Background: an optimization exercise with open tools, aiming at small area, a short achievable clock period and few clock cycles per item. Do not read the settings as production practice. Where RTL was checked, it was by simulation tests only, not by an equivalence proof against the original. The RTL of runs 5 to 9 was laid out without a check of its function. Power figures rest on the tool's default switching activity, not on a simulated workload.

## design.v

```verilog
module div
	#(
		parameter W=32
	 )
	(
		input wire clk, reset, str_trg,
		input wire [W-1:0] dvsr, dvnd,
		input wire [5:0] cd, ca,
		output wire ready,
		output reg done_trg,
		output wire [W-1:0] quo, rmd
	);
	reg        busy_reg;
	reg [4:0]  n_reg;
	reg [W-1:0] r_reg, q_reg, d_reg;
	wire       dz = cd[5];
	wire [5:0] p;
	wire       cd_ge_ca;
	div_sub #(.W(6)) sub_p (.a(cd), .b(ca), .diff(p), .ge(cd_ge_ca));
	wire       imm = dz | ~cd_ge_ca;
	wire [W-1:0] diff;
	wire       ge;
	div_sub #(.W(W)) sub_r (.a(r_reg), .b(d_reg), .diff(diff), .ge(ge));
	wire       last = (n_reg == 0);
	always @(posedge clk, posedge reset)
		if (reset)
			busy_reg <= 1'b0;
		else if (str_trg)
			busy_reg <= ~imm;
		else if (last)
			busy_reg <= 1'b0;
	always @(posedge clk)
	begin
		if (str_trg)
		begin
			n_reg <= p[4:0];
			d_reg <= dvsr << p[4:0];
		end
		else
		begin
			n_reg <= n_reg - 1'b1;
			d_reg <= d_reg >> 1;
		end
		if (str_trg)
			r_reg <= dvnd;
		else if (busy_reg & ge)
			r_reg <= diff;
		if (str_trg)
			q_reg <= {W{dz}};
		else if (busy_reg)
			q_reg <= {q_reg[W-2:0], ge};
	end
	always @*
		done_trg = str_trg ? imm : (busy_reg & last);
	assign ready = ~busy_reg;
	assign quo = q_reg;
	assign rmd = r_reg;
endmodule
module div_sub
	#(
		parameter W=32
	 )
	(
		input wire [W-1:0] a, b,
		output wire [W-1:0] diff,
		output wire ge
	);
	wire [W-1:0] g0 = a & ~b;
	wire [W-1:0] p0 = a ^ ~b;
	reg [W-1:0] G, P, Gn, Pn;
	integer i, s;
	always @*
	begin
		G = g0; P = p0;
		G[0] = a[0] | ~b[0];
		P[0] = 1'b0;
		for (s = 1; s < W; s = s * 2)
		begin
			Gn = G; Pn = P;
			for (i = 0; i < W; i = i + 1)
				if (i & s)
				begin
					if (i == 1)
						Gn[i] = g0[1] | (p0[1] & g0[0]) | (p0[1] & p0[0]);
					else if (i == s)
						Gn[i] = g0[i] | (p0[i] & g0[i-1]) | (p0[i] & p0[i-1] & G[i-2]);
					else
						Gn[i] = G[i] | (P[i] & G[(i & ~(s-1)) - 1]);
					Pn[i] = P[i] & P[(i & ~(s-1)) - 1];
				end
			G = Gn; P = Pn;
		end
	end
	assign diff = p0 ^ {G[W-2:0], 1'b1};
	assign ge = G[W-1];
endmodule
module div_avalon
	#(
		parameter W     = 32,
				  CBIT  = 6
	 )
	(
		input wire clk, reset,
		input wire [2:0] div_address,
		input wire div_chipselect,
		input wire div_write,
		input wire [W-1:0] div_writedata,
		output wire [W-1:0] div_readdata,
		output wire div_irq,
		output wire div_rdy
	);
	wire div_start, div_ready, set_done_trg, clr_done_trg;
	reg [W-1:0] dvnd_reg, dvsr_reg;
	reg [5:0] ca_reg, cd_reg;
	reg done_trg_reg;
	wire [W-1:0] quo, rmd;
	wire wr_en, wr_dvnd, wr_dvsr;
	reg [5:0] wclz;
	integer i;
	always @*
	begin
		wclz = 6'd32;
		for (i = 0; i < W; i = i + 1)
			if (div_writedata[i]) wclz = 6'd31 - i[5:0];
	end
	div #(.W(32)) d1
		 ( .clk(clk), .reset(reset), .str_trg(div_start), .dvsr(dvsr_reg), .dvnd(dvnd_reg),
		   .cd(cd_reg), .ca(ca_reg),
		   .ready(div_ready), .done_trg(set_done_trg), .quo(quo), .rmd(rmd));
	always @(posedge clk)
	begin
		if (wr_dvnd)
		begin
			dvnd_reg <= div_writedata;
			ca_reg <= wclz;
		end
		if (wr_dvsr)
		begin
			dvsr_reg <= div_writedata;
			cd_reg <= wclz;
		end
	end
	always @(posedge clk, posedge reset)
		if (reset)
			done_trg_reg <= 1'b0;
		else if (set_done_trg)
			done_trg_reg <= 1'b1;
		else if (clr_done_trg)
			done_trg_reg <= 1'b0;
	assign wr_en = div_write & div_chipselect;
	assign wr_dvnd = (div_address == 3'h0) & wr_en;
	assign wr_dvsr = (div_address == 3'h1) & wr_en;
	assign div_start = (div_address == 3'h2) & wr_en & div_ready;
	assign clr_done_trg = (div_address == 3'h6) & wr_en;
	assign div_readdata = (div_address == 3'h3) ? quo :
						  (div_address == 3'h4) ? rmd :
						  {31'b0, (div_address == 3'h5) ? div_ready : done_trg_reg};
	assign div_rdy = div_ready;
	assign div_irq = done_trg_reg;
endmodule
```

## flow/run.sh

```bash
#!/bin/bash
# Standard layout, with the port buffers made from buf_2 cells instead of
# the slow delay-buffer cells buffer_ports picks on its own.
set -euo pipefail
export BUFFER_PORTS_ARGS="-buffer_cell sky130_fd_sc_hd__buf_2"
bash standard.sh > standard.log 2>&1
```

## standard.sh

```bash
#!/bin/bash
# synth_recipe.tcl (not shown) runs the flow's synth.tcl, then flattens the netlist and writes it again
# the make line also repeats each setting of config.mk as NAME=value (left out here)
make -C /OpenROAD-flow-scripts/flow DESIGN_CONFIG=/design/flow/config.mk WORK_HOME=/design/flow/orfs CLKGATE_MAP_FILE= SYNTH_SCRIPT=/design/flow/synth_recipe.tcl "${@:-finish}"
```

## config.mk

```make
export PLATFORM = sky130hd
export DESIGN_NAME = div_avalon
export DESIGN_NICKNAME = div_avalon
export VERILOG_FILES = /design/flow/design.v
export SDC_FILE = /design/flow/constraint.sdc
export NUM_CORES = 4
export LEC_CHECK = 0
export CAP_MARGIN = 20
export CORE_MARGIN = 2
export CORE_UTILIZATION = 65
export CTS_BUF_LIST = sky130_fd_sc_hd__clkbuf_4 sky130_fd_sc_hd__clkbuf_8
export SETUP_SLACK_MARGIN = 2.1
export SLEW_MARGIN = 20
```

## constraint.sdc

```tcl
create_clock -name core_clock -period 5.0 [get_ports {clk}]
set_input_delay 1.0000 -clock core_clock [delete_from_list [all_inputs] [get_ports {clk}]]
set_output_delay 1.0000 -clock core_clock [all_outputs]
set_load 0.01 [all_outputs]
```

==> summary.txt, run 1 <==
Synth area leaders edfxtp_1, dfxtp_1, mux2i_1; DRT antenna net count 0; total clock buffers created by CTS 17; largest net degree at the start of global routing 87; register bit total from synthesis 179; Setup WS post-layout 2040 ps; R2R Setup Slk 2100 ps; asr flop ratio synth 1.12%; Syn. warnings 4; Layout Nets 1108; total length of routed wires 26400 µm; maxcap violations 0; final hold violations 0; synth unique cells 67; DIE AREA 16300 µm²; relative slew slack 44.3%; IO Port Bufs 72; CP required 4000 ps; RSZ-0062 raised after global routing true; Synth Area per Inst 10.5 µm²; post-synth top area share 42.2%; Max Clock Freq 337 MHz; Reg-to-Reg Start d1.r_reg[0]; EDFF count, synth 140; critical path type primary input to output port; TritonCTS clock tree yes; Post-Syn Instances 945; Worst Skew 18.7 ps; Final GP Congestion 0.975; vias in the first global route 7308; total grt overflow 0; hold crit path type primary input to asynchronous set/reset pin; slowest cell delay on critical path 230 ps; final non-filler cell total 1228; core area 15100 µm²; Final setup viols 0; initial antenna violation count 0; fraction of layout cells with a size suffix above 1 18.6%; Slew Viols, Final 0; hpwl dp 18000 µm; switching power 1.09 mW; status finished clean; clk root buf clkbuf_8; io pins 73; ant diodes 0; CP max stage cell nor3_4; Cell Area, Synth 9970 µm²; Setup crit start kind primary input; Bufs and invs on worst path 4; Die W 128 µm; Worst R2R End d1.r_reg[31]; Area growth, synth to finish 15.8%; global-route wire length before repair 40200 µm; Synth Flop Type edfxtp_1; worst-margin pin slew 836 ps; critical path, cell by cell buf_12 > nor3_4 > buf_6 > buf_12 > a22o_1 > buf_2; internal power 2.55 mW; via/cell ratio 6.42; most frequent cell after synthesis edfxtp_1; utilization after layout 76.5%; WL/cell 21.5 µm; Sink Count 179; total placed cells including tap cells 1169; Seq/Total Area, Yosys 50.1%; GRT Total Usage 32.3%; CP top delay family buffers and inverters; dominant cell type by area after synthesis edfxtp_1; crit-path max FO 8; Worst Setup End Kind output port; CTS clock-pin slew for the worst setup and hold paths 110 ps; Fill cells 1022; vias after detailed routing 7886; Initial Utilization 66.0%; sw frac 30.0%; htree depth 4; cell area power density 316 nW/µm²; sequential power share 48.7%; die height 128 µm; min Tclk post-route 2960 ps; deepest clock path buffer count 2; pre-CTS WS 1590 ps; Clk Latency, worst-skew pair 480 ps; drt drc 0; violation count after the first detailed-routing iteration 869; worst hold slack 354 ps; clock network fraction of total power 27.7%; final setup TNS 0 ps; syn nets 1026; Period Utilization, post-route 59.3%; r2r worst-path depth 10; drt pass-1 iters 6; most used cell, CP buf_12; P_leak 4.67 nW; row cnt 45; arrival time of the worst setup path 1960 ps; Comb pwr share 23.6%; Synth top cells by count edfxtp_1, nand2_1, nor2_1; Post-CTS Hold Buffers 0; Max VDD drop 252 µV
[cells in the final DEF, fill, tap and decap left out, types with 12 or more instances in the layout]
cell type / Yosys / layout
edfxtp_1: 140 / 140
xor2_1: 16 / 16
nand2_1: 102 / 100
xnor2_1: 15 / 14
o21ai_1: 11 / 12
mux2i_1: 61 / 60
nand3_1: 23 / 23
dfxtp_1: 37 / 37
buf_2: 9 / 69
a21o_1: 41 / 41
a22o_1: 31 / 31
inv_1: 57 / 56
clkbuf_8: 0 / 17
ha_1: 42 / 34
buf_4: 0 / 20
o21ai_0: 35 / 33
a21oi_1: 57 / 54
nor2_1: 73 / 71
[stage by stage]
stage / instance area [µm²] / total power, mW
after floorplan: 10000 / 2.37
after global placement: 10500 / 2.53
after detailed placement: 10500 / 2.57
after CTS: 11300 / 3.59
after global routing: 11500 / 3.79
final: 11500 / 3.64
[repair_timing]
| item | CTS | global route |
|---|---|---|
| gates resized for setup | 40 | 19 |
| pin swaps | 6 | 38 |
| cloned | 5 | 3 |
| setup endpoints to repair | 92 | 97 |
| setup buffers | 10 | 9 |
[per-layer routing]
metal | wire length (µm) | vias up | track usage (%)
met3 | 1990 | 41 | 5.55
met2 | 12900 | 351 | 52.7
li1 | - | 3641 | -
met5 | 0 | - | 0
met4 | 494 | 0 | 8.86
met1 | 11100 | 3853 | 45.2
[area by class of cell]
| class | instances | area, µm² | share of cell area [%] |
|---|---|---|---|
| clock inverters | 14 | 155 | 1.34 |
| flip-flops and latches | 179 | 4990 | 43.3 |
| clock buffers | 18 | 241 | 2.09 |
| repair buffers | 108 | 857 | 7.43 |
| multi-input cells | 664 | 4840 | 41.9 |
| well taps | 188 | 235 | 2.04 |
| inverters | 57 | 214 | 1.85 |
[cell families after synthesis]
group	after synthesis	synth area share [%]
fa+ha+maj	42	5.27
compound gates	252	17.2
xor+xnor	35	3.49
simple gates	259	11.6
mux	73	7.96
buf+inv	105	4.33
flops	179	50.1
[power groups by stage]
| stage | combinational, mW | clock (mW) | sequential, mW |
|---|---|---|---|
| after floorplan | 0.585 | 0 | 1.79 |
| after global placement | 0.733 | 0 | 1.80 |
| after detailed placement | 0.767 | 0 | 1.80 |
| after CTS | 0.809 | 1.01 | 1.77 |
| after global routing | 0.940 | 1.07 | 1.78 |
| final | 0.862 | 1.01 | 1.77 |
[how the worst max path moves through the flow]
stage / start / to / slack [ps] / depth (start not counted)
2_1_floorplan: div_address[0] / d1.r_reg[0] / 1930 / 3
3_3_place_gp: div_address[0] / d1.r_reg[26] / 1630 / 6
3_5_place_dp: d1.r_reg[4] / d1.r_reg[26] / 1590 / 10
4_1_cts: div_address[1] / div_readdata[1] / 2060 / 6
5_1_grt: d1.r_reg[0] / d1.r_reg[29] / 2000 / 10
6_report: div_address[1] / div_readdata[1] / 2040 / 6
Testbench counts, summed over its fixed seeds: cycles 24,255, items 2,048.
==> run 2: changes to the inputs <==
--- a/config.mk
+++ b/config.mk
@@ -7,7 +7,8 @@
 export LEC_CHECK = 0
 export CAP_MARGIN = 20
 export CORE_MARGIN = 2
-export CORE_UTILIZATION = 65
+export CORE_UTILIZATION = 60
 export CTS_BUF_LIST = sky130_fd_sc_hd__clkbuf_4 sky130_fd_sc_hd__clkbuf_8
+export PLACE_DENSITY = 0.75
 export SETUP_SLACK_MARGIN = 2.1
 export SLEW_MARGIN = 20
==> summary.txt, run 2 <==
status finished clean; violation count after the first detailed-routing iteration 713; most frequent cells in the layout edfxtp_1, nand2_1, nor2_1; DIE AREA 17700 µm²; min Tclk post-route 2940 ps; post-synth top area share 42.2%; final setup TNS 0 ps; Clk Latency, worst-skew pair 470 ps; Comb pwr share 24.7%; Final GP Congestion 0.903; clk root buf clkbuf_8; vias in the first global route 7111; EDFF count, synth 140; Syn. warnings 4; die height 133 µm; Synth area leaders edfxtp_1, dfxtp_1, mux2i_1; initial antenna violation count 0; global-route wire length before repair 38400 µm; Post-Syn Instances 945; most frequent cell after synthesis edfxtp_1; Cell Area, Synth 9970 µm²; internal power 2.53 mW; worst-margin pin slew 806 ps; clock network fraction of total power 25.8%; DRT antenna net count 0; hold crit path type primary input to asynchronous set/reset pin; drt pass-1 iters 5; Final setup viols 0; maxcap violations 0; fraction of layout cells with a size suffix above 1 20.7%; CTS clock-pin slew for the worst setup and hold paths 90 ps; Worst Setup End Kind output port; register bit total from synthesis 179; total grt overflow 0; TritonCTS clock tree yes; Initial Utilization 60.7%; arrival time of the worst setup path 1940 ps; Synth top cells by count edfxtp_1, nand2_1, nor2_1; vias after detailed routing 7778; Area after DPL 10600 µm²; relative slew slack 46.3%; htree depth 4; switching power 1.06 mW; RSZ-0062 raised after global routing true; Reg-to-Reg Start d1.r_reg[0]; io pins 73; total clock buffers created by CTS 17; final hold violations 0; fin area 11800 µm²; row cnt 47; Max Clock Freq 340 MHz; final non-filler cell total 1273; dominant cell type by area after synthesis edfxtp_1; Slew Viols, Final 0; Seq/Total Area, Yosys 50.1%; Max VDD drop 194 µV; sequential power share 49.4%; GRT Total Usage 28.1%; syn nets 1026; Synth Area per Inst 10.5 µm²; IO Port Bufs 72; ant diodes 0; deepest clock path buffer count 2; Worst Skew 13.9 ps; total length of routed wires 25600 µm; Synth Flop Type edfxtp_1; critical path type primary input to output port; largest net degree at the start of global routing 87; Post-CTS Hold Buffers 0; via/cell ratio 6.11; Setup crit start kind primary input; asr flop ratio synth 1.12%; Period Utilization, post-route 58.8%; drt drc 0; most common cell after layout, fill and taps aside edfxtp_1; synth unique cells 67; total placed cells including tap cells 1204; cell area power density 305 nW/µm²; crit-path max FO 8; WL/cell 20.1 µm; Critical Path Source div_address[2]; utilization after layout 71.7%; Layout Nets 1121; hpwl dp 17000 µm; sw frac 29.6%; P_leak 4.71 nW; Area growth, synth to finish 18.0%; Die W 133 µm; Sink Count 179; core area 16400 µm²; CP required 4000 ps; R2R Setup Slk 2110 ps
-- run 2: logic make-up (layout without fill, tap and decap cells) --
kind of cell | after synthesis | in the layout | share of synthesized area (%)
multiplexers | 73 | 73 | 7.96
AND/OR/NAND/NOR | 259 | 260 | 11.6
AO/OA/AOI/OAI | 252 | 253 | 17.2
XOR/XNOR | 35 | 37 | 3.49
adder cells (fa/ha/maj) | 42 | 42 | 5.27
buffers and inverters | 105 | 209 | 4.33
flip-flops | 179 | 179 | 50.1
-- run 2: stage by stage --
stage | power (mW) | hold slack (ps) | setup slack, ps
after global placement | 2.54 | 447 | 1510
after floorplan | 2.37 | 425 | 1930
after CTS | 3.50 | 346 | 2050
final | 3.59 | 365 | 2060
after global routing | 3.75 | 366 | 2020
after detailed placement | 2.56 | 457 | 1450
-- run 2: repair_timing --
item | 4_1_cts | 5_1_grt
cloned | 4 | 6
setup endpoints to repair | 96 | 101
buffers inserted | 9 | 18
gates resized for setup | 33 | 41
pin swaps | 7 | 24
-- run 2: power groups by stage --
stage | registers (mW) | clock network (mW) | logic (mW)
2_1_floorplan | 1.79 | 0 | 0.585
3_3_place_gp | 1.80 | 0 | 0.737
3_5_place_dp | 1.80 | 0 | 0.753
4_1_cts | 1.77 | 0.935 | 0.798
5_1_grt | 1.78 | 0.991 | 0.971
6_report | 1.77 | 0.926 | 0.887
-- run 2: cell type report --
cell class                 count  area [µm²]
fill                        1172        4640
clock buffer                  20         256
tap                          220         275
inverter                      57         219
multi-input combinational    665        4980
timing repair buffer         120         933
sequential                   179        5000
clock inverter                12         108
-- run 2: per-layer routing --
metal	vias up	share of wire [%]	GRT usage [%]
met1	3796	45	40.6
met5	-	0	0
li1	3667	-	-
met4	0	2.1	8.24
met2	279	48	44.0
met3	36	5.5	4.60
-- run 2: path summary, 6_finish.rpt --
| path | endpoint | cells after the start |
|---|---|---|
| hold / removal | done_trg_reg | 2 |
| min in group core_clock | d1.n_reg[0] | 1 |
| max in group asynchronous | d1.busy_reg | 2 |
| setup / recovery | div_readdata[4] | 7 |
| setup reg to reg | d1.r_reg[4] | 10 |
| hold reg to reg | d1.n_reg[0] | 1 |
-- run 2: worst max-delay path, stage by stage --
cell and delay [ps]:
buf_12 90, inv_6 30, nor3_4 180, buf_6 180
clkbuf_16 170, a22o_1 150, buf_2 130
==> run 3: changes to the inputs <==
--- a/config.mk
+++ b/config.mk
@@ -9,6 +9,6 @@
 export CORE_MARGIN = 2
 export CORE_UTILIZATION = 60
 export CTS_BUF_LIST = sky130_fd_sc_hd__clkbuf_4 sky130_fd_sc_hd__clkbuf_8
-export PLACE_DENSITY = 0.75
+export PLACE_DENSITY = 0.45
 export SETUP_SLACK_MARGIN = 2.1
 export SLEW_MARGIN = 20
==> summary.txt, run 3 <==
htree depth 4; Critical Path Source div_address[1]; GRT Total Usage 29.5%; total length of routed wires 25900 µm; WL/cell 20.6 µm; die height 133 µm; final hold violations 0; Worst Skew 16.3 ps; register bit total from synthesis 179; Setup crit end div_readdata[21]; Clk Latency, worst-skew pair 460 ps; deepest clock path buffer count 2; most frequent cells in the layout edfxtp_1, nand2_1, nor2_1; fraction of layout cells with a size suffix above 1 19.4%; worst-margin pin slew 833 ps; TritonCTS clock tree yes; Worst Setup End Kind output port; DRT antenna net count 0; total chip power 3.59 mW; post-synth top area share 42.2%; Synth Area per Inst 10.5 µm²; asr flop ratio synth 1.12%; Setup crit start kind primary input; r2r worst-path depth 10; R2R Setup Slk 2140 ps; hpwl dp 18300 µm; internal power 2.51 mW; hold crit path type primary input to asynchronous set/reset pin; Final setup viols 0; io pins 73; Slew Viols, Final 0; Final GP Congestion 0.937; Worst R2R End d1.r_reg[7]; RSZ-0062 raised after global routing true; most common cell after layout, fill and taps aside edfxtp_1; via/cell ratio 6.14; Synth area leaders edfxtp_1, dfxtp_1, mux2i_1; syn nets 1026; Reg-to-Reg Start d1.r_reg[2]; core area 16400 µm²; Die W 133 µm; final setup TNS 0 ps; CP required 4000 ps; FF/Latch Area 5000 µm²; status finished clean; global-route wire length before repair 40400 µm; Post-CTS Hold Buffers 0; relative slew slack 44.5%; Synth top cells by count edfxtp_1, nand2_1, nor2_1; arrival time of the worst setup path 1900 ps; dominant cell type by area after synthesis edfxtp_1; min Tclk post-route 2900 ps; sequential power share 49.4%; Area growth, synth to finish 16.0%; row cnt 47; vias after detailed routing 7734; drt pass-1 iters 8; Syn. warnings 4; DIE AREA 17700 µm²; Initial Utilization 60.7%; largest net degree at the start of global routing 87; Max VDD drop 231 µV; Post-Syn Instances 945; Layout Nets 1108; drt drc 0; critical path type primary input to output port; total clock buffers created by CTS 17; crit-path max FO 16; Synth Flop Type edfxtp_1; Max Clock Freq 344 MHz; vias in the first global route 7419; Period Utilization, post-route 58.1%; sw frac 30.0%; CTS clock-pin slew for the worst setup and hold paths 100 ps; violation count after the first detailed-routing iteration 799; synth unique cells 67; cell area power density 310 nW/µm²; maxcap violations 0; Fill cells 1265; clk root buf clkbuf_8; total grt overflow 0; most frequent cell after synthesis edfxtp_1; Cell Area, Synth 9970 µm²; clock network fraction of total power 26.2%; switching power 1.08 mW; EDFF count, synth 140; ant diodes 0; Seq/Total Area, Yosys 50.1%; P_leak 4.63 nW; Comb pwr share 24.4%; Sink Count 179; multi-input combinational cell area 4930 µm²; initial antenna violation count 0; IO Port Bufs 72
-- run 3: cell counts after synthesis --
No cell type changed its count.
-- run 3: worst min path at each step --
stage | end | slack, ps | cells after the start | startpoint
2_1_floorplan | d1.d_reg[0] | 430 | 2 | d1.d_reg[1]
3_3_place_gp | d1.n_reg[0] | 450 | 1 | d1.n_reg[0]
3_5_place_dp | d1.d_reg[0] | 450 | 2 | d1.d_reg[1]
4_1_cts | d1.busy_reg | 350 | 2 | reset
5_1_grt | d1.busy_reg | 350 | 2 | reset
6_report | d1.busy_reg | 360 | 2 | reset
-- run 3: worst max-delay path, cell delays in order --
cell    delay (ps)
buf_12         110
nor3_4         230
buf_6          140
buf_12         140
a22o_1         160
buf_2          130
-- run 3: power by group through the flow --
stage          combinational, mW  clock (mW)  sequential (mW)
5_1_grt                    0.959        1.01             1.78
3_3_place_gp               0.737           0             1.80
4_1_cts                    0.802       0.950             1.77
3_5_place_dp               0.762           0             1.80
2_1_floorplan              0.585           0             1.79
6_report                   0.875       0.939             1.77
-- run 3: repair_timing --
item                                    4_1_cts  5_1_grt
gates resized for setup                      34       33
pin swaps                                     8       21
cloned                                        4        3
buffers inserted                             13        7
endpoints found under the setup margin       91       95
hold endpoints to repair                      0        0
-- run 3: layout make-up --
class | count | area share (%)
flip-flops and latches | 179 | 43.2
multi-input cells | 666 | 42.6
repair buffers | 106 | 6.73
well taps | 220 | 2.38
clock buffers | 18 | 2.09
inverters | 57 | 1.85
clock inverters | 14 | 1.10
-- run 3: cells by family (layout without fill, tap and decap cells) --
family                   after synthesis  count (layout)  synth area share [%]
AND/OR/NAND/NOR                      259             261                  11.6
AO/OA/AOI/OAI                        252             252                  17.2
flip-flops                           179             179                  50.1
buffers and inverters                105             195                  4.33
multiplexers                          73              73                  7.96
adder cells (fa/ha/maj)               42              42                  5.27
XOR/XNOR                              35              38                  3.49
-- run 3: stage by stage --
stage / instance area, µm² / instances / util [%] / worst slack (ps) / hold slack [ps]
global route: 11600 / 1260 / 70.5 / 2030 / 355
detailed placement: 10600 / 1201 / 64.3 / 1520 / 449
CTS: 11300 / 1250 / 68.7 / 2060 / 346
finish: 11600 / 1260 / 70.5 / 2100 / 355
floorplan: 10000 / 945 / - / 1930 / 425
global placement: 10600 / 1201 / 64.3 / 1560 / 450
-- run 3: routing by layer --
| layer | GRT usage, % | share of wire [%] | vias to the layer above | routed length [µm] |
|---|---|---|---|---|
| met2 | 48.0 | 48 | 274 | 12400 |
| met5 | 0 | 0 | - | 0 |
| met4 | 5.38 | 1.3 | 0 | 331 |
| li1 | - | - | 3647 | - |
| met1 | 42.3 | 44 | 3790 | 11500 |
| met3 | 4.75 | 6.3 | 23 | 1630 |
==> run 4: changes to the inputs <==
--- a/config.mk
+++ b/config.mk
@@ -9,6 +9,5 @@
 export CORE_MARGIN = 2
 export CORE_UTILIZATION = 60
 export CTS_BUF_LIST = sky130_fd_sc_hd__clkbuf_4 sky130_fd_sc_hd__clkbuf_8
-export PLACE_DENSITY = 0.45
 export SETUP_SLACK_MARGIN = 2.1
 export SLEW_MARGIN = 20
==> summary.txt, run 4 <==
Die W 133 µm; total placed cells including tap cells 1201; R2R Setup Slk 2140 ps; TritonCTS clock tree yes; die height 133 µm; drt pass-1 iters 8; IO Port Bufs 72; Setup WS post-layout 2100 ps; r2r worst-path depth 10; P_leak 4.63 nW; drt drc 0; Worst Skew 16.3 ps; clk root buf clkbuf_8; htree depth 4; Slew Viols, Final 0; DRT antenna net count 0; relative slew slack 44.5%; crit-path max FO 16; Worst Setup End Kind output port; final hold violations 0; total chip power 3.59 mW; deepest clock path buffer count 2; CP required 4000 ps; final non-filler cell total 1260; arrival time of the worst setup path 1900 ps; row cnt 47; Worst R2R End d1.r_reg[7]; Sink Count 179; maxcap violations 0; Final setup viols 0; synth unique cells 67; Period Utilization, post-route 58.1%; total length of routed wires 25900 µm; status finished clean; total clock buffers created by CTS 17; Setup crit start kind primary input; io pins 73; RSZ-0062 raised after global routing true; critical path type primary input to output port; global-route wire length before repair 40400 µm; fraction of layout cells with a size suffix above 1 19.4%; Synth Flop Type edfxtp_1; most frequent cells in the layout edfxtp_1, nand2_1, nor2_1; Layout Nets 1108; min Tclk post-route 2900 ps; CTS clock-pin slew for the worst setup and hold paths 100 ps; Synth area leaders edfxtp_1, dfxtp_1, mux2i_1; GRT Total Usage 29.5%; dominant cell type by area after synthesis edfxtp_1; hpwl dp 18300 µm; syn nets 1026; Max Clock Freq 344 MHz; cell area power density 310 nW/µm²; ant diodes 0; Synth Area per Inst 10.5 µm²; Synth top cells by count edfxtp_1, nand2_1, nor2_1; hold crit path type primary input to asynchronous set/reset pin; EDFF count, synth 140; via/cell ratio 6.14; core area 16400 µm²; Cell Area, Synth 9970 µm²; Post-CTS Hold Buffers 0; worst-margin pin slew 833 ps; largest net degree at the start of global routing 87; initial antenna violation count 0; asr flop ratio synth 1.12%; DIE AREA 17700 µm²; Seq/Total Area, Yosys 50.1%; most common cell after layout, fill and taps aside edfxtp_1; Initial Utilization 60.7%; Area growth, synth to finish 16.0%; Syn. warnings 4; Post-Syn Instances 945; post-synth top area share 42.2%; pre-CTS WS 1520 ps; WL/cell 20.6 µm; total grt overflow 0; vias in the first global route 7419; most frequent cell after synthesis edfxtp_1; Reg-to-Reg Start d1.r_reg[2]; final setup TNS 0 ps; violation count after the first detailed-routing iteration 799; Final GP Congestion 0.937; Max VDD drop 231 µV; Clk Latency, worst-skew pair 460 ps; register bit total from synthesis 179; vias after detailed routing 7734
[run 4: cell counts after synthesis]
Identical to the previous run, type by type.
[run 4: metal layers]
layer / GRT usage (%) / wire (µm) / share of wire [%] / vias to the layer above
met5: 0 / 0 / 0 / -
li1: - / - / - / 3647
met1: 42.3 / 11500 / 44 / 3790
met3: 4.75 / 1630 / 6.3 / 23
met2: 48.0 / 12400 / 48 / 274
met4: 5.38 / 331 / 1.3 / 0
[run 4: how the worst max path moves through the flow]
| stage | startpoint | end | slack [ps] | cells past startpoint |
|---|---|---|---|---|
| after floorplan | div_address[0] | d1.r_reg[0] | 1930 | 3 |
| after global placement | div_address[0] | d1.r_reg[23] | 1560 | 6 |
| after detailed placement | d1.r_reg[0] | d1.r_reg[23] | 1520 | 10 |
| after CTS | d1.r_reg[22] | d1.r_reg[29] | 2060 | 9 |
| after global routing | d1.r_reg[2] | d1.r_reg[7] | 2030 | 10 |
| final | div_address[1] | div_readdata[21] | 2100 | 6 |
[run 4: final cells by class]
| class | count | area [µm²] |
|---|---|---|
| tap | 220 | 275 |
| fill | 1265 | 4840 |
| multi-input combinational | 666 | 4930 |
| clock buffer | 18 | 241 |
| timing repair buffer | 106 | 778 |
| clock inverter | 14 | 128 |
| inverter | 57 | 214 |
| sequential | 179 | 5000 |
[run 4: logic make-up after synthesis]
group | count (synthesis) | synth area share, %
simple gates | 259 | 11.6
compound gates | 252 | 17.2
fa+ha+maj | 42 | 5.27
xor+xnor | 35 | 3.49
buf+inv | 105 | 4.33
mux | 73 | 7.96
flops | 179 | 50.1
[run 4: stage by stage]
| step | cell area (µm²) | util, % | hold slack [ps] |
|---|---|---|---|
| floorplan | 10000 | - | 425 |
| global placement | 10600 | 64.3 | 450 |
| detailed placement | 10600 | 64.3 | 449 |
| CTS | 11300 | 68.7 | 346 |
| global route | 11600 | 70.5 | 355 |
| finish | 11600 | 70.5 | 355 |
[run 4: repair_timing]
action                                  4_1_cts  5_1_grt
gates resized for setup                      34       33
hold endpoints to repair                      0        0
gates cloned                                  4        3
pin swaps                                     8       21
endpoints found under the setup margin       91       95
buffers inserted                             13        7
[run 4: worst max-delay path, stage by stage]
cell	delay, ps
buf_12	110
nor3_4	230
buf_6	140
buf_12	140
a22o_1	160
buf_2	130
[run 4: where the power goes]
part / switching (mW) / internal (mW)
clock network: 0.536 / 0.404
logic: 0.490 / 0.385
registers: 0.0513 / 1.72
total: 1.08 / 2.51
==> run 5: changes to the inputs <==
--- a/design.v
+++ b/design.v
@@ -5,7 +5,8 @@
 	(
 		input wire clk, reset, str_trg,
 		input wire [W-1:0] dvsr, dvnd,
-		input wire [5:0] cd, ca,
+		input wire [5:0] cd,
+		input wire [4:0] ca,
 		output wire ready,
 		output reg done_trg,
 		output wire [W-1:0] quo, rmd
@@ -14,9 +15,9 @@
 	reg [4:0]  n_reg;
 	reg [W-1:0] r_reg, q_reg, d_reg;
 	wire       dz = cd[5];
-	wire [5:0] p;
+	wire [4:0] p;
 	wire       cd_ge_ca;
-	div_sub #(.W(6)) sub_p (.a(cd), .b(ca), .diff(p), .ge(cd_ge_ca));
+	div_sub #(.W(5)) sub_p (.a(cd[4:0]), .b(ca), .diff(p), .ge(cd_ge_ca));
 	wire       imm = dz | ~cd_ge_ca;
 	wire [W-1:0] diff;
 	wire       ge;
@@ -111,7 +112,8 @@
 	);
 	wire div_start, div_ready, set_done_trg, clr_done_trg;
 	reg [W-1:0] dvnd_reg, dvsr_reg;
-	reg [5:0] ca_reg, cd_reg;
+	reg [5:0] cd_reg;
+	reg [4:0] ca_reg;
 	reg done_trg_reg;
 	wire [W-1:0] quo, rmd;
 	wire wr_en, wr_dvnd, wr_dvsr;
@@ -132,7 +134,7 @@
 		if (wr_dvnd)
 		begin
 			dvnd_reg <= div_writedata;
-			ca_reg <= wclz;
+			ca_reg <= wclz[5] ? 5'd31 : wclz[4:0];
 		end
 		if (wr_dvsr)
 		begin
==> summary.txt, run 5 <==
Synth top cells by count edfxtp_1, nand2_1, mux2i_1, nor2_1, a21oi_1; total clock buffers created by CTS 17; Initial Utilization 61.7%; syn nets 1009; Post-CTS Hold Buffers 0; most common cell after layout, fill and taps aside edfxtp_1; io pins 73; deepest clock path buffer count 2; Die W 132 µm; fraction of layout cells with a size suffix above 1 21.0%; asr flop ratio synth 1.12%; Post-Syn Instances 929; maxcap violations 0; critical path type primary input to output port; Syn. warnings 4; Setup crit start kind primary input; dominant cell type by area after synthesis edfxtp_1; Clk Latency, worst-skew pair 490 ps; final non-filler cell total 1268; Max Clock Freq 336 MHz; total length of routed wires 26400 µm; ant diodes 0; relative slew slack 54.7%; Synth area leaders edfxtp_1, dfxtp_1, mux2i_1; IO Port Bufs 72; crit-path max FO 7; cell area power density 320 nW/µm²; vias after detailed routing 7711; most frequent cell after synthesis edfxtp_1; P_leak 4.85 nW; drt drc 0; initial antenna violation count 0; Period Utilization, post-route 59.6%; global-route wire length before repair 39800 µm; drt pass-1 iters 5; GRT Total Usage 29.5%; min Tclk post-route 2980 ps; hold crit path type primary input to asynchronous set/reset pin; vias in the first global route 7255; Sink Count 178; most frequent cells in the layout edfxtp_1, nand2_1, mux2i_1, buf_2, nor2_1; WL/cell 20.8 µm; DIE AREA 17500 µm²; TritonCTS clock tree yes; status finished clean; Worst Setup End Kind output port; largest net degree at the start of global routing 55; Synth Area per Inst 10.6 µm²; row cnt 46; register bit total from synthesis 178; Worst Skew 21.2 ps; CP required 4000 ps; Seq/Total Area, Yosys 50.3%; Layout Nets 1119; CTS clock-pin slew for the worst setup and hold paths 100 ps; hpwl dp 18100 µm; total placed cells including tap cells 1188; final hold violations 0; post-synth top area share 42.2%; Cell Area, Synth 9880 µm²; worst-margin pin slew 678 ps; Synth Flop Type edfxtp_1; htree depth 4; Area growth, synth to finish 19.7%; Max VDD drop 227 µV; RSZ-0062 raised after global routing true; via/cell ratio 6.08; total grt overflow 0; final setup TNS 0 ps; Final GP Congestion 0.919; Final setup viols 0; Slew Viols, Final 0; DRT antenna net count 0; arrival time of the worst setup path 1980 ps; core area 16000 µm²; clk root buf clkbuf_8; EDFF count, synth 139; die height 132 µm; synth unique cells 69; violation count after the first detailed-routing iteration 720
==> run 5: changes by cell type in the layout (fill, tap and decap cells not counted), sizes merged, moves of 6 or more <==
cell / previous run / this run
buf: 106 / 129
a21oi: 57 / 66
nand2: 103 / 94
mux2i: 63 / 70
nor2: 75 / 69
==> run 5: final timing paths <==
path | slack (ps) | endpoint | depth (start not counted) | from
worst max-delay path | 2020 | div_readdata[13] | 7 | div_address[0]
worst min-delay path | 350 | done_trg_reg | 2 | reset
worst max register to register | 2030 | d1.r_reg[22] | 11 | d1.r_reg[21]
worst min register to register | 460 | d1.d_reg[26] | 2 | d1.d_reg[27]
max in group asynchronous | 4540 | d1.busy_reg | 2 | reset
min in group core_clock | 460 | d1.d_reg[26] | 2 | d1.d_reg[27]
==> run 5: critical path, stage by stage <==
cell and delay, ps:
buf_12 100, nand2b_4 140, nor2_4 200, buf_12 150, clkbuf_16 140, a22o_1 120
buf_2 120
==> run 5: power by group <==
part           switching (mW)  internal [mW]
registers              0.0521           1.71
logic                   0.493          0.398
clock network           0.573          0.559
==> run 5: logic make-up after synthesis <==
| kind of cell | after synthesis | synth area share (%) |
|---|---|---|
| AO/OA/AOI/OAI | 261 | 17.7 |
| AND/OR/NAND/NOR | 232 | 10.3 |
| flip-flops | 178 | 50.3 |
| buffers and inverters | 103 | 4.34 |
| multiplexers | 78 | 8.43 |
| adder cells (fa/ha/maj) | 41 | 5.19 |
| XOR/XNOR | 36 | 3.69 |
==> run 5: cell type report <==
cell class / count / area (µm²)
Clock buffer: 17 / 234
Clock inverter: 15 / 219
Fill cell: 1155 / 4180
Inverter: 59 / 221
Multi-Input combinational cell: 651 / 4850
Sequential cell: 178 / 4960
Tap cell: 216 / 270
Timing Repair Buffer: 132 / 1060
==> run 5: routing by layer <==
metal	wire (µm)	track usage [%]	vias up
li1	-	-	3649
met1	11300	41.0	3732
met2	12900	48.0	297
met3	1830	6.19	33
met4	380	6.81	0
met5	0	0	-
==> run 5: timing repair <==
action                                  4_1_cts  5_1_grt
setup buffers                                14       25
endpoints found under the setup margin       88       87
resized for setup                            31       20
pin swaps                                    12       43
gates cloned                                  5        4
==> run 5: metrics by stage <==
| stage | util (%) | power [mW] | area (µm²) | hold WS (ps) | worst slack, ps |
|---|---|---|---|---|---|
| after floorplan | - | 2.36 | 9970 | 420 | 2130 |
| after global placement | 65.9 | 2.54 | 10500 | 448 | 1790 |
| after detailed placement | 65.9 | 2.57 | 10500 | 455 | 1630 |
| after CTS | 71.1 | 3.71 | 11400 | 336 | 2050 |
| after global routing | 73.9 | 3.94 | 11800 | 341 | 1970 |
| final | 73.9 | 3.79 | 11800 | 355 | 2020 |
==> run 6: changes to the inputs <==
--- a/config.mk
+++ b/config.mk
@@ -9,5 +9,5 @@
 export CORE_MARGIN = 2
 export CORE_UTILIZATION = 60
 export CTS_BUF_LIST = sky130_fd_sc_hd__clkbuf_4 sky130_fd_sc_hd__clkbuf_8
-export SETUP_SLACK_MARGIN = 2.1
+export SETUP_SLACK_MARGIN = 2.2
 export SLEW_MARGIN = 20
==> summary.txt, run 6 <==
status finished clean; most used cell, CP buf_12; TritonCTS clock tree yes; CP required 4000 ps; maxcap violations 0; slowest cell delay on critical path 180 ps; vias in the first global route 7510; Synth Area per Inst 10.6 µm²; relative slew slack 51.7%; most frequent cell after synthesis edfxtp_1; total grt overflow 0; total length of routed wires 27900 µm; critical path, cell by cell buf_12 > nand2b_4 > nor2_4 > buf_6 > buf_12 > a22o_1 > buf_2; core area 16000 µm²; largest net degree at the start of global routing 63; GRT Total Usage 30.2%; most frequent cells in the layout edfxtp_1, nand2_1, buf_2; internal power 2.49 mW; Setup WS post-layout 2010 ps; R2R Setup Slk 2130 ps; hold crit path type primary input to asynchronous set/reset pin; WL/cell 21.9 µm; Synth Flop Type edfxtp_1; Initial Utilization 61.7%; largest family of logic cells by synthesized area compound AO/OA/AOI/OAI gates; DRT antenna net count 0; r2r worst-path depth 10; total chip power 3.60 mW; Syn. warnings 4; sequential power share 49.0%; Max VDD drop 186 µV; Synth top cells by count edfxtp_1, nand2_1, mux2i_1, nor2_1, a21oi_1; final hold violations 0; Setup crit start kind primary input; Worst Setup End Kind output port; worst-margin pin slew 723 ps; CTS clock-pin slew for the worst setup and hold paths 80 ps; Post-Synth XOR/XNOR Area 3.69%; drt pass-1 iters 12; Synth area leaders edfxtp_1, dfxtp_1, mux2i_1; Period Utilization, post-route 59.8%; Cell Area, Synth 9880 µm²; arrival time of the worst setup path 1990 ps; worst hold slack 390 ps; post-synth top area share 42.2%; global-route wire length before repair 40900 µm; Synth Area in Simple Gates 10.3%; RSZ-0062 raised after global routing true; Levels on crit path 7; Post-Syn Instances 929; IO Port Bufs 72; min Tclk post-route 2990 ps; most common cell after layout, fill and taps aside edfxtp_1; synth unique cells 69; DIE AREA 17500 µm²; Post-Synth Adder-Cell Area 5.19%; switching power 1.12 mW; syn nets 1009; Final setup viols 0; Layout Nets 1128; vias after detailed routing 8083; P_leak 4.91 nW; Area growth, synth to finish 22.0%; Sink Count 178; row cnt 46; drt drc 0; asr flop ratio synth 1.12%; sw frac 31.0%; mux share of post-synthesis cell area 8.43%; via/cell ratio 6.33; Post-CTS Hold Buffers 0; io pins 73; Reg-to-Reg Start d1.r_reg[26]; hpwl dp 18100 µm; Synth Area in Compound Gates 17.7%; Clk Latency, worst-skew pair 480 ps; initial antenna violation count 0; Die W 132 µm; pre-CTS WS 1460 ps; critical path type primary input to output port; fraction of layout cells with a size suffix above 1 23.8%; die height 132 µm; Seq/Total Area, Yosys 50.3%; final setup TNS 0 ps; Bufs and invs on worst path 4; clock network fraction of total power 24.4%; total clock buffers created by CTS 17; htree depth 4; crit-path max FO 8; Final GP Congestion 1.02; Setup crit end div_readdata[1]; Slew Viols, Final 0; ant diodes 0; Fill cells 1107; EDFF count, synth 139; violation count after the first detailed-routing iteration 977; Comb pwr share 26.6%; cell area power density 299 nW/µm²; clk root buf clkbuf_8; Critical Path Source div_address[0]; register bit total from synthesis 178; CP max stage cell a22o_1; Worst R2R End d1.r_reg[0]; dominant cell type by area after synthesis edfxtp_1; Max Clock Freq 335 MHz; CP top delay family buffers and inverters; deepest clock path buffer count 2; Worst Skew 16.4 ps
run 6: metal layers:
metal,vias up,track usage [%],wire length (µm)
met3,58,5.19,2030
met1,3965,41.8,11700
met5,-,0,0
met2,382,49.7,13600
li1,3678,-,-
met4,0,8.06,556
run 6: area by class of cell:
class,instances,area (µm²),share of cell area (%)
Clock buffer,18,241,2.00
Clock inverter,14,91.3,0.758
Inverter,59,221,1.84
Multi-Input combinational cell,652,5060,42.0
Sequential cell,178,4970,41.2
Tap cell,216,270,2.24
Timing Repair Buffer,140,1200,10.0
run 6: per-stage QoR:
stage          util, %  area (µm²)  cells
6_report          75.3       12100   1277
5_1_grt           75.3       12100   1277
4_1_cts           71.7       11500   1247
3_5_place_dp      65.8       10500   1184
3_3_place_gp      65.8       10500   1184
2_1_floorplan        -        9990    929
run 6: power by group through the flow:
stage / combinational, mW / clock (mW) / sequential (mW)
floorplan: 0.584 / 0 / 1.78
global placement: 0.740 / 0 / 1.79
detailed placement: 0.770 / 0 / 1.80
CTS: 0.835 / 0.885 / 1.76
global route: 1.04 / 0.942 / 1.78
finish: 0.958 / 0.880 / 1.77
run 6: timing repair:
| action | in CTS | in global routing |
|---|---|---|
| gates resized for setup | 45 | 55 |
| cloned | 6 | 9 |
| pin swaps | 27 | 43 |
| endpoints found under the hold margin | 0 | 0 |
| endpoints found under the setup margin | 137 | 99 |
| setup buffers | 25 | 21 |
run 6: cells by family (layout without fill, tap and decap cells):
logic type	Yosys count	in the layout
and+or+nand+nor	232	233
adders and majority gates	41	41
xor gates and xnor gates	36	38
muxes	78	78
DFF	178	178
buffers and inverters	103	231
AOI/OAI and AO/OA	261	262
run 6: how the worst min path moves through the flow:
stage / startpoint / endpoint / slack, ps / cells after the start
final: reset / done_trg_reg / 390 / 2
after global routing: reset / done_trg_reg / 380 / 2
after floorplan: d1.d_reg[6] / d1.d_reg[5] / 420 / 2
after CTS: reset / done_trg_reg / 370 / 2
after global placement: d1.d_reg[1] / d1.d_reg[0] / 450 / 2
after detailed placement: d1.d_reg[1] / d1.d_reg[0] / 450 / 2
==> run 7: changes to the inputs <==
--- a/config.mk
+++ b/config.mk
@@ -9,5 +9,5 @@
 export CORE_MARGIN = 2
 export CORE_UTILIZATION = 60
 export CTS_BUF_LIST = sky130_fd_sc_hd__clkbuf_4 sky130_fd_sc_hd__clkbuf_8
-export SETUP_SLACK_MARGIN = 2.2
+export SETUP_SLACK_MARGIN = 2.0
 export SLEW_MARGIN = 20
==> summary.txt, run 7 <==
slowest cell delay on critical path 230 ps; Worst Skew 9.66 ps; Initial Utilization 61.7%; final hold violations 0; clk root buf clkbuf_8; Setup WS post-layout 2040 ps; vias after detailed routing 7650; relative slew slack 36.4%; Synth Flop Type edfxtp_1; P_leak 4.70 nW; vias in the first global route 7287; Area growth, synth to finish 15.9%; row cnt 46; largest net degree at the start of global routing 92; die height 132 µm; DIE AREA 17500 µm²; GR Util met3 5.54%; register bit total from synthesis 178; Synth Area per Inst 10.6 µm²; Die W 132 µm; io pins 73; TritonCTS clock tree yes; Seq/Total Area, Yosys 50.3%; Area after DPL 10500 µm²; critical path type primary input to output port; Post-CTS Hold Buffers 0; critical path, cell by cell buf_4 > nand2b_4 > nor2_4 > buf_12 > clkbuf_16 > a22o_1 > buf_2; ant diodes 0; total clock buffers created by CTS 17; CP max stage cell a22o_1; met1 Usage GRT 40.7%; fraction of layout cells with a size suffix above 1 18.3%; core area 16000 µm²; min Tclk post-route 2960 ps; fin area 11500 µm²; most frequent cell after synthesis edfxtp_1; utilization after layout 71.6%; Synth area leaders edfxtp_1, dfxtp_1, mux2i_1; Synth top cells by count edfxtp_1, nand2_1, mux2i_1, nor2_1, a21oi_1; grt met2 use 45.0%; Max Clock Freq 337 MHz; Final GP Congestion 0.969; Final setup viols 0; synth unique cells 69; global-route wire length before repair 38900 µm; arrival time of the worst setup path 1960 ps; syn nets 1009; maxcap violations 0; Worst Setup End Kind output port; total chip power 3.66 mW; CP required 4000 ps; via/cell ratio 6.15; crit-path max FO 8; RSZ-0062 raised after global routing false; EDFF count, synth 139; worst-margin pin slew 955 ps; DRT antenna net count 0; most frequent cells in the layout edfxtp_1, nand2_1, buf_2; violation count after the first detailed-routing iteration 838; most common cell after layout, fill and taps aside edfxtp_1; Sink Count 178; deepest clock path buffer count 2; Period Utilization, post-route 59.3%; final setup TNS 0 ps; total grt overflow 0; cell area power density 319 nW/µm²; Syn. warnings 4; pre-CTS WS 1630 ps; IO Port Bufs 72; hold crit path type primary input to asynchronous set/reset pin; CTS clock-pin slew for the worst setup and hold paths 90 ps; Slew Viols, Final 0; most used routing layer met2; Clk Latency, worst-skew pair 480 ps; Layout Nets 1094; r2r worst-path depth 8; hpwl dp 17600 µm; WL/cell 20.5 µm; drt pass-1 iters 6; status finished clean; initial antenna violation count 0; dominant cell type by area after synthesis edfxtp_1; Cell Area, Synth 9880 µm²; GRT Total Usage 28.5%; post-synth top area share 42.2%; Max VDD drop 184 µV; drt drc 0; asr flop ratio synth 1.12%; Post-Syn Instances 929; Setup crit start kind primary input; total length of routed wires 25500 µm; htree depth 4
-- run 7: cell counts after synthesis --
No cell type changed its count.
-- run 7: cell type report --
cell class	instances	area [µm²]
clock buffer	18	241
clock inverter	14	179
fill	1199	4550
inverter	59	221
multi-input combinational	650	4740
sequential	178	4970
tap	216	270
timing repair buffer	108	832
-- run 7: logic make-up after synthesis --
family	after synthesis	share of synthesized area, %
AND/OR/NAND/NOR	232	10.3
buffers and inverters	103	4.34
multiplexers	78	8.43
adder cells (fa/ha/maj)	41	5.19
AO/OA/AOI/OAI	261	17.7
XOR/XNOR	36	3.69
flip-flops	178	50.3
-- run 7: power by group --
part / switching, mW / total (mW) / leakage [nW] / internal [mW]
combinational: 0.472 / 0.837 / 2.92 / 0.365
sequential: 0.0493 / 1.76 / 1.57 / 1.71
clock: 0.549 / 1.06 / 0.210 / 0.508
-- run 7: layer usage --
metal	share of wire, %	vias up
li1	-	3596
met1	44	3676
met2	47	318
met3	6.2	60
met4	2.2	0
met5	0	-
-- run 7: through the flow --
step,hold WS (ps),instances
floorplan,420,929
global placement,442,1186
detailed placement,449,1186
CTS,333,1231
global route,344,1243
finish,359,1243
-- run 7: worst paths after layout --
| check | from | to | slack, ps |
|---|---|---|---|
| worst min register to register | d1.d_reg[27] | d1.d_reg[26] | 470 |
| worst max-delay path | div_address[2] | div_readdata[1] | 2040 |
| worst min-delay path | reset | d1.busy_reg | 360 |
| worst max register to register | cd_reg[1] | d1.d_reg[31] | 2090 |
| min in group core_clock | d1.d_reg[27] | d1.d_reg[26] | 470 |
| max in group asynchronous | reset | d1.busy_reg | 4530 |
-- run 7: worst max-delay path: cells and delay by family --
kind,cells,cell delay (ps)
AOI/OAI and AO/OA,1,230
buffers and inverters,4,600
and+or+nand+nor,2,130
-- run 7: timing repair --
action | CTS | global route
setup endpoints to repair | 87 | 85
buffers inserted | 11 | 7
pin swaps | 5 | 13
gates cloned | 2 | 5
gates resized for setup | 17 | 32
==> run 8: changes to the inputs <==
--- a/design.v
+++ b/design.v
@@ -23,6 +23,16 @@
 	wire       ge;
 	div_sub #(.W(W)) sub_r (.a(r_reg), .b(d_reg), .diff(diff), .ge(ge));
 	wire       last = (n_reg == 0);
+	reg [W-1:0] sh;
+	integer k;
+	always @*
+	begin
+		sh = dvsr;
+		for (k = 0; k < 5; k = k + 1)
+			sh = ({W{p[k]}} & (sh << (1 << k))) |
+			     ({W{~p[k]}} & sh & ~({W{1'b1}} << (W - (1 << k)))) |
+			     (sh & ({W{1'b1}} << (W - (1 << k))));
+	end
 	always @(posedge clk, posedge reset)
 		if (reset)
 			busy_reg <= 1'b0;
@@ -35,7 +45,7 @@
 		if (str_trg)
 		begin
 			n_reg <= p[4:0];
-			d_reg <= dvsr << p[4:0];
+			d_reg <= sh;
 		end
 		else
 		begin
==> summary.txt, run 8 <==
most frequent cell after synthesis edfxtp_1; Final GP Congestion 0.892; Syn. warnings 4; Critical Path Source div_address[1]; vias after detailed routing 7406; core area 15900 µm²; CTS clock-pin slew for the worst setup and hold paths 100 ps; Clk Latency, worst-skew pair 460 ps; Sink Count 178; dominant cell type by area after synthesis edfxtp_1; total grt overflow 0; DIE AREA 17300 µm²; deepest clock path buffer count 2; Worst Skew 15.1 ps; cell area power density 316 nW/µm²; Setup crit start kind primary input; pre-CTS WS 1650 ps; Seq/Total Area, Yosys 50.8%; CP required 4000 ps; htree depth 4; largest net degree at the start of global routing 94; total length of routed wires 25200 µm; global-route wire length before repair 38200 µm; min Tclk post-route 2980 ps; Final setup viols 0; critical path type primary input to output port; Cell Area, Synth 9770 µm²; arrival time of the worst setup path 1980 ps; WL/cell 20.7 µm; Synth Area per Inst 11.0 µm²; P_leak 4.61 nW; FF/Latch Area 4960 µm²; register bit total from synthesis 178; hold crit path type primary input to asynchronous set/reset pin; GRT Total Usage 28.6%; drt drc 0; EDFF count, synth 139; critical path, cell by cell buf_6 > nor2b_4 > and2_4 > clkbuf_16 > a22o_1 > buf_2; DRT antenna net count 0; multi-input combinational cell area 4780 µm²; total chip power 3.65 mW; initial antenna violation count 1; Synth area leaders edfxtp_1, dfxtp_1, mux2i_1; Worst Setup End Kind output port; Period Utilization, post-route 59.6%; Die W 132 µm; die height 132 µm; TritonCTS clock tree yes; relative slew slack 35.5%; most frequent cells in the layout edfxtp_1, buf_2, mux2i_1; fraction of layout cells with a size suffix above 1 21.9%; utilization after layout 72.6%; Layout Nets 1068; RSZ-0062 raised after global routing true; final hold violations 0; drt pass-1 iters 5; vias in the first global route 7045; crit-path max FO 8; Setup WS post-layout 2020 ps; hpwl dp 17300 µm; maxcap violations 0; fin area 11500 µm²; final setup TNS 0 ps; Fill cells 1160; post-synth top area share 42.7%; io pins 73; via/cell ratio 6.08; status finished clean; Max VDD drop 197 µV; Area after DPL 10400 µm²; CP top delay family buffers and inverters; Post-Syn Instances 887; asr flop ratio synth 1.12%; total clock buffers created by CTS 17; Synth Flop Type edfxtp_1; CP max stage cell a22o_1; slowest cell delay on critical path 220 ps; clk root buf clkbuf_8; violation count after the first detailed-routing iteration 784; Bufs and invs on worst path 3; row cnt 46; Max Clock Freq 336 MHz; Slew Viols, Final 0; Synth top cells by count edfxtp_1, mux2i_1, nand2_1; Reg-to-Reg Start d1.r_reg[8]; worst-margin pin slew 968 ps; synth unique cells 72; most common cell after layout, fill and taps aside edfxtp_1; Area growth, synth to finish 18.1%; Initial Utilization 61.5%; syn nets 967; IO Port Bufs 72
run 8: logic make-up (layout without fill, tap and decap cells):
kind of cell / count (synthesis) / after routing / synth area share (%)
muxes: 79 / 79 / 8.63
DFF: 178 / 178 / 50.8
buffers and inverters: 99 / 211 / 4.25
AOI/OAI and AO/OA: 264 / 264 / 19.0
and+or+nand+nor: 191 / 191 / 8.82
adders and majority gates: 41 / 41 / 5.25
xor gates and xnor gates: 35 / 37 / 3.29
other: 0 / 1 / 0
run 8: report_power, final:
part	switching (mW)	internal, mW
registers	0.0521	1.71
logic	0.487	0.400
clock network	0.542	0.456
total	1.08	2.57
run 8: path summary, 6_finish.rpt:
kind,endpoint,slack [ps],cells after the start
max in group asynchronous,done_trg_reg,4520,2
worst min-delay path,d1.busy_reg,370,2
min in group core_clock,d1.d_reg[27],460,2
worst max-delay path,div_readdata[0],2020,6
worst max register to register,d1.r_reg[11],2070,12
worst min register to register,d1.d_reg[27],460,2
run 8: final cells by class:
cell class | count | share of cell area, %
Sequential cell | 178 | 43.0
Multi-Input combinational cell | 612 | 41.4
Timing Repair Buffer | 123 | 7.96
Tap cell | 216 | 2.34
Clock buffer | 18 | 2.09
Inverter | 56 | 1.82
Clock inverter | 14 | 1.33
Antenna cell | 1 | 0.0217
run 8: repair_timing:
item                       CTS  global route
hold buffers                 0             0
pin swaps                    6             5
resized for setup           18            30
setup endpoints to repair   83            81
cloned                       4             2
setup buffers               13            18
run 8: per-stage QoR:
step / hold slack, ps / instances
detailed placement: 452 / 1148
global placement: 444 / 1148
finish: 367 / 1218
CTS: 351 / 1197
floorplan: 425 / 887
global route: 360 / 1217
run 8: worst register-to-register path, stage by stage (launching register included):
cell	delay, ps
edfxtp_1	430
ha_1	340
o21a_1	190
o2111ai_2	140
o2bb2ai_4	190
a21oi_4	90
o21a_4	250
o311ai_4	290
a21oi_2	80
buf_4	170
a21boi_4	170
buf_4	170
buf_16	150
run 8: layer usage:
metal  vias to the layer above  global-route usage [%]  routed length [µm]
met1                      3581                    39.7               11100
met2                       280                    46.1               12000
met5                         -                       0                   0
li1                       3504                       -                   -
met3                        41                    5.86                1650
met4                         0                    8.03                 498
==> run 9: changes to the inputs <==
--- a/config.mk
+++ b/config.mk
@@ -9,5 +9,5 @@
 export CORE_MARGIN = 2
 export CORE_UTILIZATION = 60
 export CTS_BUF_LIST = sky130_fd_sc_hd__clkbuf_4 sky130_fd_sc_hd__clkbuf_8
-export SETUP_SLACK_MARGIN = 2.0
+export SETUP_SLACK_MARGIN = 2.1
 export SLEW_MARGIN = 20
==> summary.txt, run 9 <==
Slew Viols, Final 0; CP required 4000 ps; drt drc 0; critical path, cell by cell buf_12 > nor2b_4 > and2_4 > a22o_1 > buf_2; pre-CTS WS 1210 ps; Synth Area per Inst 11.0 µm²; relative slew slack 52.7%; io pins 73; total chip power 3.67 mW; worst-margin pin slew 710 ps; Fill cells 1100; crit-path max FO 8; Setup crit start kind primary input; slowest cell delay on critical path 280 ps; hold crit path type primary input to asynchronous set/reset pin; WL/cell 21.6 µm; total clock buffers created by CTS 17; Final setup viols 0; utilization after layout 73.9%; cell area power density 313 nW/µm²; EDFF count, synth 139; Period Utilization, post-route 58.7%; r2r worst-path depth 10; most frequent cells in the layout edfxtp_1, buf_2, nand2_1; CTS clock-pin slew for the worst setup and hold paths 100 ps; DIE AREA 17300 µm²; CP top delay family simple AND/OR/NAND/NOR gates; Worst Skew 10.6 ps; vias after detailed routing 7536; Die W 132 µm; critical path type primary input to output port; hpwl dp 17400 µm; Levels on crit path 5; clk root buf clkbuf_8; FF/Latch Area 4970 µm²; violation count after the first detailed-routing iteration 627; total placed cells including tap cells 1145; fraction of layout cells with a size suffix above 1 23.6%; drt pass-1 iters 5; multi-input combinational cell area 4880 µm²; synth unique cells 72; Seq/Total Area, Yosys 50.8%; Syn. warnings 4; asr flop ratio synth 1.12%; most frequent cell after synthesis edfxtp_1; worst hold slack 355 ps; maxcap violations 0; Cell Area, Synth 9770 µm²; min Tclk post-route 2940 ps; vias in the first global route 7317; core area 15900 µm²; initial antenna violation count 0; final hold violations 0; final setup TNS 0 ps; Sink Count 178; GRT Total Usage 29.9%; Post-Syn Instances 887; global-route wire length before repair 39900 µm; Max VDD drop 392 µV; Initial Utilization 61.5%; Area after DPL 10400 µm²; largest net degree at the start of global routing 72; deepest clock path buffer count 2; htree depth 4; DRT antenna net count 0; total length of routed wires 26500 µm; RSZ-0062 raised after global routing true; final non-filler cell total 1228; arrival time of the worst setup path 1940 ps; total grt overflow 0; IO Port Bufs 72; Final GP Congestion 0.893; Synth Flop Type edfxtp_1; Setup WS post-layout 2060 ps; Max Clock Freq 341 MHz; Synth top cells by count edfxtp_1, mux2i_1, nand2_1; Area growth, synth to finish 20.2%; Clk Latency, worst-skew pair 470 ps; post-synth top area share 42.7%; syn nets 967; CP max stage cell and2_4; most common cell after layout, fill and taps aside edfxtp_1; die height 132 µm; register bit total from synthesis 178; via/cell ratio 6.14; Worst Setup End Kind output port; ant diodes 0; P_leak 4.68 nW; Synth area leaders edfxtp_1, dfxtp_1, mux2i_1; Layout Nets 1079; fin area 11700 µm²; row cnt 46; dominant cell type by area after synthesis edfxtp_1; Bufs and invs on worst path 2; TritonCTS clock tree yes; status finished clean
## run 9: changes by cell type in the layout (fill, tap and decap cells not counted), sizes merged
| cell | before | now |
|---|---|---|
| bufinv | 2 | 1 |
| diode | 1 | 0 |
| and2 | 3 | 6 |
| inv | 60 | 65 |
| clkinvlp | 4 | 2 |
| clkinv | 4 | 3 |
| buf | 121 | 128 |
## run 9: cells by family after synthesis
| logic type | count (synthesis) | synth area share [%] |
|---|---|---|
| flops | 178 | 50.8 |
| buf+inv | 99 | 4.25 |
| simple gates | 191 | 8.82 |
| compound gates | 264 | 19.0 |
| xor+xnor | 35 | 3.29 |
| mux | 79 | 8.63 |
| fa+ha+maj | 41 | 5.25 |
## run 9: area by class of cell
type / count / area share [%]
Multi-Input combinational cell: 615 / 41.5
Clock inverter: 15 / 1.36
Inverter: 56 / 1.79
Tap cell: 216 / 2.30
Clock buffer: 17 / 1.99
Sequential cell: 178 / 42.3
Timing Repair Buffer: 131 / 8.71
## run 9: layer usage
metal	vias up	global-route usage [%]	share of wire (%)
met5	-	0	0
met4	0	7.43	1.7
met3	31	6.13	6.0
met2	254	48.9	48
met1	3713	41.2	44
li1	3538	-	-
## run 9: path summary, 6_finish.rpt
check / slack, ps / startpoint / end
hold reg to reg: 470 / d1.d_reg[28] / d1.d_reg[27]
hold / removal: 350 / reset / done_trg_reg
min in group core_clock: 470 / d1.d_reg[28] / d1.d_reg[27]
max in group asynchronous: 4540 / reset / d1.busy_reg
setup / recovery: 2060 / div_address[1] / div_readdata[11]
setup reg to reg: 2140 / d1.r_reg[14] / d1.r_reg[10]
## run 9: where the power goes
group	total, mW	switching [mW]	leakage [nW]	internal [mW]
combinational	0.908	0.492	2.91	0.416
sequential	1.77	0.0522	1.57	1.71
clock	0.998	0.581	0.196	0.417
total	3.67	1.13	4.68	2.55
## run 9: timing repair
item,4_1_cts,5_1_grt
resized for setup,38,31
hold buffers,0,0
pin swaps,11,44
endpoints found under the setup margin,98,116
buffers inserted,20,20
gates cloned,7,4
==> run 10: changes to the inputs <==
--- a/design.v
+++ b/design.v
@@ -18,7 +18,7 @@
 	wire [4:0] p;
 	wire       cd_ge_ca;
 	div_sub #(.W(5)) sub_p (.a(cd[4:0]), .b(ca), .diff(p), .ge(cd_ge_ca));
-	wire       imm = dz | ~cd_ge_ca;
+	wire       imm = ~dz & ~cd_ge_ca;
 	wire [W-1:0] diff;
 	wire       ge;
 	div_sub #(.W(W)) sub_r (.a(r_reg), .b(d_reg), .diff(diff), .ge(ge));
@@ -44,7 +44,7 @@
 	begin
 		if (str_trg)
 		begin
-			n_reg <= p[4:0];
+			n_reg <= dz ? 5'd31 : p;
 			d_reg <= sh;
 		end
 		else
@@ -57,7 +57,7 @@
 		else if (busy_reg & ge)
 			r_reg <= diff;
 		if (str_trg)
-			q_reg <= {W{dz}};
+			q_reg <= {W{1'b0}};
 		else if (busy_reg)
 			q_reg <= {q_reg[W-2:0], ge};
 	end
==> summary.txt, run 10 <==
clock network fraction of total power 15.5%; critical path, cell by cell buf_12 > nand2b_4 > nor2_4 > buf_6 > clkbuf_16 > a22o_1 > buf_2; critical path type primary input to output port; total grt overflow 0; EDFF count, synth 107; htree depth 4; drt drc 0; final hold violations 0; hpwl dp 17100 µm; utilization after layout 72.4%; CP max stage cell nand2b_4; cell area power density 544 nW/µm²; via/cell ratio 6.04; Fill cells 1141; CP required 4000 ps; most frequent cell after synthesis edfxtp_1; post-synth top area share 33.3%; Max Clock Freq 344 MHz; die height 131 µm; Final GP Congestion 0.912; CTS clock-pin slew for the worst setup and hold paths 100 ps; Final setup viols 0; maxcap violations 0; Sink Count 178; CP top delay family buffers and inverters; row cnt 46; Synth Area per Inst 10.5 µm²; DRT antenna net count 0; R2R Setup Slk 2130 ps; asr flop ratio synth 1.12%; Area growth, synth to finish 18.7%; total chip power 6.24 mW; drt pass-1 iters 5; deepest clock path buffer count 2; relative slew slack 49.1%; dominant cell type by area after synthesis edfxtp_1; hold crit path type primary input to asynchronous set/reset pin; Clk Latency, worst-skew pair 480 ps; worst hold slack 368 ps; synth unique cells 72; internal power 3.87 mW; sw frac 38.0%; Post-Syn Instances 917; arrival time of the worst setup path 1900 ps; syn nets 997; Period Utilization, post-route 58.1%; fraction of layout cells with a size suffix above 1 20.7%; total clock buffers created by CTS 17; io pins 73; Post-CTS Hold Buffers 0; clk root buf clkbuf_8; P_leak 4.68 nW; worst-margin pin slew 757 ps; Worst Setup End Kind output port; largest net degree at the start of global routing 105; final setup TNS 0 ps; switching power 2.37 mW; Cell Area, Synth 9660 µm²; Setup crit start kind primary input; status finished clean; WL/cell 20.1 µm; min Tclk post-route 2900 ps; register bit total from synthesis 178; Die W 131 µm; Slew Viols, Final 0; global-route wire length before repair 38200 µm; Seq/Total Area, Yosys 48.1%; DIE AREA 17100 µm²; core area 15800 µm²; vias after detailed routing 7550; TritonCTS clock tree yes; ant diodes 0; Synth area leaders edfxtp_1, dfxtp_1, mux2i_1; GRT Total Usage 29.7%; vias in the first global route 7117; Worst Skew 16.0 ps; Max VDD drop 252 µV; sequential power share 38.8%; slowest cell delay on critical path 160 ps; violation count after the first detailed-routing iteration 698; Synth top cells by count edfxtp_1, mux2i_1, nor2_1; most common cell after layout, fill and taps aside edfxtp_1; RSZ-0062 raised after global routing true; total length of routed wires 25000 µm; crit-path max FO 8; Comb pwr share 45.6%; Initial Utilization 61.0%; Bufs and invs on worst path 4; Syn. warnings 4; Synth Flop Type edfxtp_1; IO Port Bufs 72; initial antenna violation count 0; Layout Nets 1100; most frequent cells in the layout edfxtp_1, mux2i_1, nand2_1, nor2_1
## run 10: cell type report
class / instances / area, µm² / area share (%)
multi-input cells: 642 / 4970 / 43.4
flip-flops and latches: 178 / 4650 / 40.6
repair buffers: 121 / 963 / 8.41
well taps: 216 / 270 / 2.36
clock buffers: 18 / 241 / 2.11
inverters: 60 / 228 / 1.99
clock inverters: 14 / 141 / 1.23
## run 10: cells by family (layout without fill, tap and decap cells)
family / count (synthesis) / in the layout / synth area share, %
simple gates: 233 / 236 / 11.1
fa+ha+maj: 41 / 41 / 5.31
buf+inv: 102 / 213 / 4.47
mux: 104 / 104 / 10.9
xor+xnor: 32 / 34 / 3.37
compound gates: 227 / 227 / 16.7
flops: 178 / 178 / 48.1
## run 10: stage by stage
step	worst slack, ps	instances	cell area, µm²
3_5_place_dp	1330	1171	10200
5_1_grt	2020	1249	11500
4_1_cts	2100	1224	11000
6_report	2100	1249	11500
2_1_floorplan	2110	917	9710
3_3_place_gp	1450	1171	10200
## run 10: final timing paths
check / to / from / cells past startpoint
hold reg to reg: d1.d_reg[27] / d1.d_reg[28] / 2
setup reg to reg: d1.d_reg[31] / cd_reg[0] / 12
hold / removal: d1.busy_reg / reset / 2
max in group asynchronous: d1.busy_reg / reset / 2
min in group core_clock: d1.d_reg[27] / d1.d_reg[28] / 2
setup / recovery: div_readdata[3] / div_address[2] / 7
## run 10: power by group through the flow
stage	sequential (mW)	clock, mW	combinational [mW]
after floorplan	2.29	0	1.97
after global placement	2.45	0	2.27
after detailed placement	2.48	0	2.39
after CTS	2.42	0.985	2.61
after global routing	2.46	1.04	3.14
final	2.42	0.970	2.85
## run 10: what timing repair did
item | in CTS | in global routing
endpoints found under the setup margin | 85 | 85
resized for setup | 23 | 38
cloned | 6 | 3
pin swaps | 7 | 13
buffers inserted | 15 | 22
## run 10: per-layer routing
metal  vias to the layer above  part of all wire [%]  global-route usage, %
met5                         -                     0                      0
met4                         0                   2.3                   8.51
met3                        48                   4.8                   4.85
met2                       222                    47                   47.8
met1                      3679                    46                   41.8
li1                       3601                     -                      -
Testbench counts of run 10, summed over its fixed seeds: cycles 24,255, items 2,048.

## port drivers added, routing unchanged
In the flow no input, the clock included, has a driving cell. The finished layouts below were timed again as built, in two steps. Step 1 sets driving cells, clkbuf_16 on the clock port and buf_2 on the other inputs (assumed; they add their load-dependent delay and slew). Step 2, shift: input delay + t, output delay - t, t = (earliest + latest rising clock arrival at the registers) / 2. This alone moves slack from input paths to output paths. Three values: ideal, step 1, step 2; two values: the first two.
run	t, ns	slack for setup (ns)	worst data-port slew with drivers (ns)
run 1	0.510	2.035 / 1.989 / 1.700	0.06
run 2	0.508	2.061 / 1.985 / 1.926	0.07
run 3	0.500	2.096 / 2.042 / 1.810	0.08
run 4	0.500	2.096 / 2.042 / 1.810	0.08
run 5	0.515	2.022 / 1.969 / 1.913	0.07
run 6	0.516	2.011 / 1.948 / 1.804	0.07
run 7	0.514	2.037 / 2.003 / 1.733	0.05
run 8	0.493	2.020 / 1.984 / 1.671	0.05
run 9	0.511	2.064 / 1.987 / 1.781	0.07
run 10	0.505	2.096 / 2.041 / 1.637	0.06
After both steps setup and hold are still met in every run listed. The setup slack of run 10, which loses most, moves by -0.055 ns with the drivers and by -0.459 ns with both steps.
